This design comes from an exercise in tuning for small area on the open sky130 flow, not from production work.
Only simulation tests tie the RTL to the original design; equivalence was not proved.
Power figures rest on the tool's default switching activity, not on a simulated workload.

==> run a: inputs <==
Design main, start of the top module:
module main(
	input reset_bar,
	input clk,
	input start_bar,
	input i2c_sda_in,
	output i2c_sda_out,
	output i2c_scl_out,
	output indicate_ack_received_bar,
	output indicate_nack_received_bar,
	output [7:0] display
    );
==> module main, before the edit <==
module main(
	input reset_bar,
	input clk,
	input start_bar,
	input i2c_sda_in,
	output i2c_sda_out,
	output i2c_scl_out,
	output indicate_ack_received_bar,
	output indicate_nack_received_bar,
	output [7:0] display
    );
	localparam P_TX = 3'd0, P_RX = 3'd1, P_TXA = 3'd2, P_RXACK = 3'd3,
	           P_START = 3'd4, P_WAIT = 3'd5, P_STOP = 3'd6;
	localparam D_DET = 2'd0, D_SET = 2'd1, D_RD = 2'd2;
	reg [2:0] ph;
	reg [6:0] cnt;
	reg [2:0] bitn;
	reg [3:0] k;
	reg [1:0] dev;
	reg [6:0] addr;
	reg [2:0] dcode;
	reg [8:0] hi;
	wire p = hi[3];
	wire [2:0] c = hi[2:0];
	wire st_start = (ph == P_START);
	wire st_tx = (ph == P_TX);
	wire st_rx = (ph == P_RX);
	wire st_txa = (ph == P_TXA);
	wire st_rxack = (ph == P_RXACK);
	wire st_stop = (ph == P_STOP);
	wire st_wait = (ph == P_WAIT);
	wire ge40 = cnt >= 7'd40;
	wire le84 = cnt <= 7'd84;
	wire ge62 = cnt >= 7'd62;
	wire c61 = (cnt == 7'd61);
	wire c124 = (cnt == 7'd124);
	wire c125 = (cnt == 7'd125);
	wire c126 = (cnt == 7'd126);
	wire c127 = (cnt == 7'd127);
	wire c86 = (cnt == 7'd86);
	wire c87 = (cnt == 7'd87);
	wire det = (dev == D_DET);
	wire set = (dev == D_SET);
	wire rd = (dev == D_RD);
	reg txbit;
	always @(*) begin
		if (k[1:0] == 2'd0 || (rd && k[1:0] == 2'd2))
			txbit = (bitn == 3'd0) ? (k[1:0] == 2'd2) : addr[6];
		else if (set) txbit = (k[1:0] == 2'd1) ? 8'h6b >> bitn : 1'b0;
		else txbit = 8'h3b >> bitn;
	end
	reg sda, scl;
	always @(*) begin
		sda = 1'b1;
		if (st_tx) sda = txbit;
		if (st_txa) sda = (k == 4'd0);
		if (st_start) sda = ~ge62;
		if (st_stop) sda = ge62;
		scl = ge40 & le84;
		if (st_start) scl = le84;
		if (st_stop) scl = ge40;
		if (st_wait) scl = 1'b1;
	end
	assign i2c_sda_out = sda;
	assign i2c_scl_out = scl;
	wire post125 = st_stop || (st_rxack && c126);
	wire addr_nz = (addr != 7'd0);
	wire ind_ack = !det || (p && post125);
	wire ind_nack = det ? (post125 ? !p : addr_nz) : (st_rxack && c126 && !p);
	wire dv = !det || st_stop || addr_nz;
	assign indicate_ack_received_bar = ~ind_ack;
	assign indicate_nack_received_bar = ~ind_nack;
	i2c_controller disp_dec(.v(dv), .code(dcode), .display(display));
	wire addr_max = (addr == 7'h7f);
	wire wait_end = st_wait && hi == 9'd312 && k == 4'd8 && bitn == 3'd7 && cnt == 7'd90;
	wire freeze = (st_start && cnt == 7'd37 && start_bar) ||
	              (st_rxack && c126 && !p && !det) ||
	              (st_stop && c87 && det && !p && addr_max);
	wire rx_to_data = st_rxack && c124 && rd && k[1:0] == 2'd2 && p;
	wire rxack_next = st_rxack && c126;
	wire stop_end = st_stop && c87;
	wire load40 = (rxack_next && rd && k[1:0] == 2'd1) || (stop_end && !rd) || wait_end;
	wire load0 = ((st_start || st_tx || st_txa || st_wait) && c124) ||
	             (st_rx && c124 && bitn != 3'd0) || rx_to_data || rxack_next;
	wire bit_step = (st_tx || st_rx || st_wait) && c124;
	wire samp = st_rx && c61;
	always @(posedge clk) begin
		if (!reset_bar) cnt <= 7'd37;
		else if (freeze) cnt <= cnt;
		else if (load40) cnt <= 7'd40;
		else if (load0) cnt <= 7'd0;
		else cnt <= cnt + 7'd1;
		if (!reset_bar) ph <= P_START;
		else if (!freeze) begin
			if (st_start && c124) ph <= P_TX;
			if (st_tx && c124 && bitn == 3'd0) ph <= P_RXACK;
			if (st_rx && c127) ph <= P_TXA;
			if (st_txa && c124) ph <= (k == 4'd0) ? P_STOP : P_RX;
			if (rx_to_data) ph <= P_RX;
			if (rxack_next) ph <= (det || (set && k[1:0] == 2'd2)) ? P_STOP :
			                      (rd && k[1:0] == 2'd1) ? P_START : P_TX;
			if (stop_end) ph <= rd ? P_WAIT : P_START;
			if (wait_end) ph <= P_START;
		end
		if (!reset_bar || wait_end) bitn <= 3'd7;
		else if (bit_step) bitn <= bitn - 3'd1;
		if (!reset_bar || wait_end || stop_end) k <= 4'd0;
		else if ((st_rx && c127) || (rxack_next && !freeze) ||
		         (st_wait && c124 && bitn == 3'd0)) k <= k + 4'd1;
		if (stop_end && !freeze) hi <= 9'd0;
		else if (st_wait && c124 && bitn == 3'd0 && k == 4'd15) hi <= hi + 9'd1;
		else begin
			if (st_rxack && c61) hi[3] <= ~i2c_sda_in;
			else if (samp && k == 4'd6 && bitn == 3'd7) hi[3] <= i2c_sda_in;
			else if (samp && ((k == 4'd6 && !bitn[2]) || k == 4'd7)) hi[3] <= p & ~i2c_sda_in;
			if (samp && k == 4'd6 && bitn[2]) hi[2:0] <= {c[1:0], i2c_sda_in ^ p};
		end
		if (!reset_bar) begin
			dev <= D_DET;
			addr <= 7'd0;
		end else if (st_tx && c124 && bitn != 3'd0 && (k[1:0] == 2'd0 || (rd && k[1:0] == 2'd2))) begin
			addr <= {addr[5:0], addr[6]};
		end else if (stop_end && !freeze) begin
			if (set) dev <= D_RD;
			else if (det && p) dev <= D_SET;
			else if (det) addr <= addr + 7'd1;
		end
		if (!reset_bar) dcode <= 3'd0;
		else if (st_stop && c86 && rd) dcode <= c + {2'b00, p};
	end
endmodule
clock: 20.0 ns
lec_check: 0
cap_margin: 20
core_margin: 2
core_utilization: 40
slew_margin: 20
standard.sh (not shown) runs the stock make flow with config.mk's settings and CLKGATE_MAP_FILE= SYNTH_SCRIPT=/design/flow/synth_recipe.tcl, a recipe that flattens the netlist after the stock synthesis.
==> flow/flow/run.sh <==
#!/bin/bash
# The standard ORFS layout, with three changes to how the layout is made:
#  - synthesis maps the logic with an area-oriented ABC script (flow/area.abc)
#    in place of abc_speed.script; everything else in synth_recipe.tcl is kept,
#    so the registers are the standard synthesis's;
#  - ports are buffered with buf_1 cells;
#  - the clock tree is built without dummy loads, from clkbuf_8 cells.
# Each tool's full output goes to the ORFS logs under orfs/logs and to the
# log files written here.
set -euo pipefail
FLOWDIR=$(cd "$(dirname "${BASH_SOURCE[0]}")" && pwd)
{
  echo "proc abc {args} {"
  echo "  set i [lsearch -exact \$args -script]"
  echo "  if {\$i >= 0 && [string match *abc_speed.script [lindex \$args [expr {\$i + 1}]]]} {"
  echo "    lset args [expr {\$i + 1}] $FLOWDIR/area.abc"
  echo "  }"
  echo "  yosys abc {*}\$args"
  echo "}"
  cat synth_recipe.tcl
} > area_synth.tcl
bash standard.sh SYNTH_SCRIPT=$PWD/area_synth.tcl \
  BUFFER_PORTS_ARGS="-buffer_cell sky130_fd_sc_hd__buf_1" \
  CTS_ARGS="-sink_clustering_enable -repair_clock_nets -dont_use_dummy_load -buf_list sky130_fd_sc_hd__clkbuf_8" \
  finish > flow_make.log 2>&1
==> flow/flow/area.abc <==
strash
&get -n
&deepsyn -T 90
&dch -f
&nf -a
&put
topo
dnsize
==> inputs of run b, as changes to run a <==
--- a/flow/design.v
+++ b/flow/design.v
@@ -25,12 +25,10 @@
     );
 	localparam P_TX = 3'd0, P_RX = 3'd1, P_TXA = 3'd2, P_RXACK = 3'd3,
 	           P_START = 3'd4, P_WAIT = 3'd5, P_STOP = 3'd6;
-	localparam D_DET = 2'd0, D_SET = 2'd1, D_RD = 2'd2;
 	reg [2:0] ph;
 	reg [6:0] cnt;
 	reg [2:0] bitn;
 	reg [3:0] k;
-	reg [1:0] dev;
 	reg [6:0] addr;
 	reg [2:0] dcode;
 	reg [8:0] hi;
@@ -53,15 +51,15 @@
 	wire c127 = (cnt == 7'd127);
 	wire c86 = (cnt == 7'd86);
 	wire c87 = (cnt == 7'd87);
-	wire det = (dev == D_DET);
-	wire set = (dev == D_SET);
-	wire rd = (dev == D_RD);
+	wire k15 = (k == 4'd15);
+	wire det = k15 && !(st_rx || st_txa || st_wait);
+	wire useaddr = k15 || k == 4'd12 || k == 4'd0 || k == 4'd2;
 	reg txbit;
 	always @(*) begin
-		if (k[1:0] == 2'd0 || (rd && k[1:0] == 2'd2))
-			txbit = (bitn == 3'd0) ? (k[1:0] == 2'd2) : addr[6];
-		else if (set) txbit = (k[1:0] == 2'd1) ? 8'h6b >> bitn : 1'b0;
-		else txbit = 8'h3b >> bitn;
+		if (useaddr) txbit = (bitn == 3'd0) ? (k == 4'd2) : addr[6];
+		else if (k == 4'd13) txbit = 8'h6b >> bitn;
+		else if (k == 4'd1) txbit = 8'h3b >> bitn;
+		else txbit = 1'b0;
 	end
 	reg sda, scl;
 	always @(*) begin
@@ -88,12 +86,13 @@
 	wire addr_max = (addr == 7'h7f);
 	wire wait_end = st_wait && hi == 9'd312 && k == 4'd8 && bitn == 3'd7 && cnt == 7'd90;
 	wire freeze = (st_start && cnt == 7'd37 && start_bar) ||
-	              (st_rxack && c126 && !p && !det) ||
-	              (st_stop && c87 && det && !p && addr_max);
-	wire rx_to_data = st_rxack && c124 && rd && k[1:0] == 2'd2 && p;
+	              (st_rxack && c126 && !p && !k15) ||
+	              (st_stop && c87 && k15 && !p && addr_max);
+	wire rx_to_data = st_rxack && c124 && k == 4'd2 && p;
+	wire rxack_stop = k15 || k == 4'd14;
 	wire rxack_next = st_rxack && c126;
 	wire stop_end = st_stop && c87;
-	wire load40 = (rxack_next && rd && k[1:0] == 2'd1) || (stop_end && !rd) || wait_end;
+	wire load40 = (rxack_next && k == 4'd1) || (stop_end && k != 4'd0) || wait_end;
 	wire load0 = ((st_start || st_tx || st_txa || st_wait) && c124) ||
 	             (st_rx && c124 && bitn != 3'd0) || rx_to_data || rxack_next;
 	wire bit_step = (st_tx || st_rx || st_wait) && c124;
@@ -111,15 +110,16 @@
 			if (st_rx && c127) ph <= P_TXA;
 			if (st_txa && c124) ph <= (k == 4'd0) ? P_STOP : P_RX;
 			if (rx_to_data) ph <= P_RX;
-			if (rxack_next) ph <= (det || (set && k[1:0] == 2'd2)) ? P_STOP :
-			                      (rd && k[1:0] == 2'd1) ? P_START : P_TX;
-			if (stop_end) ph <= rd ? P_WAIT : P_START;
+			if (rxack_next) ph <= rxack_stop ? P_STOP : (k == 4'd1) ? P_START : P_TX;
+			if (stop_end) ph <= (k == 4'd0) ? P_WAIT : P_START;
 			if (wait_end) ph <= P_START;
 		end
 		if (!reset_bar || wait_end) bitn <= 3'd7;
 		else if (bit_step) bitn <= bitn - 3'd1;
-		if (!reset_bar || wait_end || stop_end) k <= 4'd0;
-		else if ((st_rx && c127) || (rxack_next && !freeze) ||
+		if (!reset_bar) k <= 4'd15;
+		else if (wait_end || (stop_end && k == 4'd14)) k <= 4'd0;
+		else if (stop_end && !freeze && k15 && p) k <= 4'd12;
+		else if ((st_rx && c127) || (rxack_next && !freeze && !rxack_stop) ||
 		         (st_wait && c124 && bitn == 3'd0)) k <= k + 4'd1;
 		if (stop_end && !freeze) hi <= 9'd0;
 		else if (st_wait && c124 && bitn == 3'd0 && k == 4'd15) hi <= hi + 9'd1;
@@ -130,16 +130,13 @@
 			if (samp && k == 4'd6 && bitn[2]) hi[2:0] <= {c[1:0], i2c_sda_in ^ p};
 		end
 		if (!reset_bar) begin
-			dev <= D_DET;
 			addr <= 7'd0;
-		end else if (st_tx && c124 && bitn != 3'd0 && (k[1:0] == 2'd0 || (rd && k[1:0] == 2'd2))) begin
+		end else if (st_tx && c124 && bitn != 3'd0 && useaddr) begin
 			addr <= {addr[5:0], addr[6]};
-		end else if (stop_end && !freeze) begin
-			if (set) dev <= D_RD;
-			else if (det && p) dev <= D_SET;
-			else if (det) addr <= addr + 7'd1;
+		end else if (stop_end && !freeze && k15 && !p) begin
+			addr <= addr + 7'd1;
 		end
 		if (!reset_bar) dcode <= 3'd0;
-		else if (st_stop && c86 && rd) dcode <= c + {2'b00, p};
+		else if (st_stop && c86 && k == 4'd0) dcode <= c + {2'b00, p};
 	end
 endmodule
--- a/flow/flow/run.sh
+++ b/flow/flow/run.sh
@@ -1,8 +1,10 @@
 #!/bin/bash
 # The standard ORFS layout, with three changes to how the layout is made:
 #  - synthesis maps the logic with an area-oriented ABC script (flow/area.abc)
-#    in place of abc_speed.script; everything else in synth_recipe.tcl is kept,
-#    so the registers are the standard synthesis's;
+#    in place of abc_speed.script, and leaves adders to ABC instead of
+#    mapping them to half/full-adder cells first (ADDER_MAP_FILE empty);
+#    everything else in synth_recipe.tcl is kept, so the registers are the
+#    standard synthesis's;
 #  - ports are buffered with buf_1 cells;
 #  - the clock tree is built without dummy loads, from clkbuf_8 cells.
 # Each tool's full output goes to the ORFS logs under orfs/logs and to the
@@ -19,7 +21,7 @@
   echo "}"
   cat synth_recipe.tcl
 } > area_synth.tcl
-bash standard.sh SYNTH_SCRIPT=$PWD/area_synth.tcl \
+bash standard.sh SYNTH_SCRIPT=$PWD/area_synth.tcl ADDER_MAP_FILE= \
   BUFFER_PORTS_ARGS="-buffer_cell sky130_fd_sc_hd__buf_1" \
   CTS_ARGS="-sink_clustering_enable -repair_clock_nets -dont_use_dummy_load -buf_list sky130_fd_sc_hd__clkbuf_8" \
   finish > flow_make.log 2>&1
==> inputs of run c, as changes to run a <==
--- a/flow/design.v
+++ b/flow/design.v
@@ -32,10 +32,12 @@
 	reg [3:0] k;
 	reg [1:0] dev;
 	reg [6:0] addr;
+	reg p;           
+	reg ind_ack, ind_nack;
+	reg dv;
 	reg [2:0] dcode;
+	reg [2:0] c;
 	reg [8:0] hi;
-	wire p = hi[3];
-	wire [2:0] c = hi[2:0];
 	wire st_start = (ph == P_START);
 	wire st_tx = (ph == P_TX);
 	wire st_rx = (ph == P_RX);
@@ -59,7 +61,7 @@
 	reg txbit;
 	always @(*) begin
 		if (k[1:0] == 2'd0 || (rd && k[1:0] == 2'd2))
-			txbit = (bitn == 3'd0) ? (k[1:0] == 2'd2) : addr[6];
+			txbit = (bitn == 3'd0) ? (k[1:0] == 2'd2) : addr[bitn - 3'd1];
 		else if (set) txbit = (k[1:0] == 2'd1) ? 8'h6b >> bitn : 1'b0;
 		else txbit = 8'h3b >> bitn;
 	end
@@ -77,18 +79,13 @@
 	end
 	assign i2c_sda_out = sda;
 	assign i2c_scl_out = scl;
-	wire post125 = st_stop || (st_rxack && c126);
-	wire addr_nz = (addr != 7'd0);
-	wire ind_ack = !det || (p && post125);
-	wire ind_nack = det ? (post125 ? !p : addr_nz) : (st_rxack && c126 && !p);
-	wire dv = !det || st_stop || addr_nz;
 	assign indicate_ack_received_bar = ~ind_ack;
 	assign indicate_nack_received_bar = ~ind_nack;
 	i2c_controller disp_dec(.v(dv), .code(dcode), .display(display));
 	wire addr_max = (addr == 7'h7f);
 	wire wait_end = st_wait && hi == 9'd312 && k == 4'd8 && bitn == 3'd7 && cnt == 7'd90;
 	wire freeze = (st_start && cnt == 7'd37 && start_bar) ||
-	              (st_rxack && c126 && !p && !det) ||
+	              (st_rxack && c125 && !p && !det) ||
 	              (st_stop && c87 && det && !p && addr_max);
 	wire rx_to_data = st_rxack && c124 && rd && k[1:0] == 2'd2 && p;
 	wire rxack_next = st_rxack && c126;
@@ -119,26 +116,31 @@
 		if (!reset_bar || wait_end) bitn <= 3'd7;
 		else if (bit_step) bitn <= bitn - 3'd1;
 		if (!reset_bar || wait_end || stop_end) k <= 4'd0;
-		else if ((st_rx && c127) || (rxack_next && !freeze) ||
+		else if ((st_rx && c127) || rxack_next ||
 		         (st_wait && c124 && bitn == 3'd0)) k <= k + 4'd1;
-		if (stop_end && !freeze) hi <= 9'd0;
+		if (!reset_bar || wait_end) hi <= 9'd0;
 		else if (st_wait && c124 && bitn == 3'd0 && k == 4'd15) hi <= hi + 9'd1;
-		else begin
-			if (st_rxack && c61) hi[3] <= ~i2c_sda_in;
-			else if (samp && k == 4'd6 && bitn == 3'd7) hi[3] <= i2c_sda_in;
-			else if (samp && ((k == 4'd6 && !bitn[2]) || k == 4'd7)) hi[3] <= p & ~i2c_sda_in;
-			if (samp && k == 4'd6 && bitn[2]) hi[2:0] <= {c[1:0], i2c_sda_in ^ p};
-		end
 		if (!reset_bar) begin
 			dev <= D_DET;
 			addr <= 7'd0;
-		end else if (st_tx && c124 && bitn != 3'd0 && (k[1:0] == 2'd0 || (rd && k[1:0] == 2'd2))) begin
-			addr <= {addr[5:0], addr[6]};
 		end else if (stop_end && !freeze) begin
 			if (set) dev <= D_RD;
 			else if (det && p) dev <= D_SET;
 			else if (det) addr <= addr + 7'd1;
 		end
+		if (st_rxack && c61) p <= ~i2c_sda_in;
+		else if (samp && k == 4'd6 && bitn == 3'd7) p <= i2c_sda_in;
+		else if (samp && ((k == 4'd6 && !bitn[2]) || k == 4'd7)) p <= p & ~i2c_sda_in;
+		if (samp && k == 4'd6 && bitn[2]) c <= {c[1:0], i2c_sda_in ^ p};
+		if (!reset_bar) begin
+			ind_ack <= 1'b0;
+			ind_nack <= 1'b0;
+		end else if (st_rxack && c125) begin
+			ind_nack <= ~p;
+			if (p) ind_ack <= 1'b1;
+		end
+		if (!reset_bar) dv <= 1'b0;
+		else if (rxack_next && det) dv <= 1'b1;
 		if (!reset_bar) dcode <= 3'd0;
 		else if (st_stop && c86 && rd) dcode <= c + {2'b00, p};
 	end
==> flow/flow/run.sh (replaced) <==
#!/bin/bash
set -e
bash standard.sh BUFFER_PORTS_ARGS="-buffer_cell sky130_fd_sc_hd__buf_1" \
  CTS_ARGS="-sink_clustering_enable -repair_clock_nets -dont_use_dummy_load -root_buf sky130_fd_sc_hd__clkbuf_8 -buf_list sky130_fd_sc_hd__clkbuf_4 -sink_clustering_size 12 -sink_clustering_max_diameter 100" \
  finish > standard.log 2>&1
CORE_UTILIZATION = 75   (was 40)
removed: flow/flow/area.abc
==> summary of the runs <==
- Sequential share of layout area, highest first: run c, run b, run a.
- Against run c, the critical path depth of run a is lower by 3.
- Between run a and run c, the lower power is in run a (gap 12%, measured against run c).
- In clock-buffer cell count, run a and run c do not differ.
- Of run a and run c, run c has the higher clock power (gap about 7%, measured against run c).
- In clock skew, run b and run c hardly differ.
- The lowest final cell count belongs to run b, the highest to run a.
- Die area, lowest first: run c, run b, run a.
- The lowest synthesized cell count belongs to run b, the highest to run c.
- Of run b and run c, run c has the higher first-iteration DRC count (gap about 60%, measured against run c).
- The lowest worst hold slack belongs to run c, the highest to run b.

-- what the ideal ports hide --
How much do the figures lean on ideal ports? The routed layouts below were timed once more, with nothing changed but the port constraints. Step 1: set_driving_cell puts a clkbuf_16 on clk and a buf_2 on each other input, an assumption about the parent block. Step 2 adds t to the input delays and takes it off the output delays; t is the mean of the earliest and latest rising clock arrival at the registers after step 1. Input paths then give back, and output paths get back, about the clock's delay inside the block. Three values: ideal, step 1, step 2; two values: the first two.
run | shift t [ns] | setup WS [ns] | latest minus earliest clock arrival (ns)
run a | 0.317 | 13.697 / 13.666 / 13.983 | 0.018 / 0.018
run b | 0.309 | 13.863 / 13.833 / 14.142 | 0.012 / 0.011
run c | 0.318 | 12.914 / 12.888 / 13.206 | 0.012 / 0.012
After both steps every run listed still meets setup and hold.
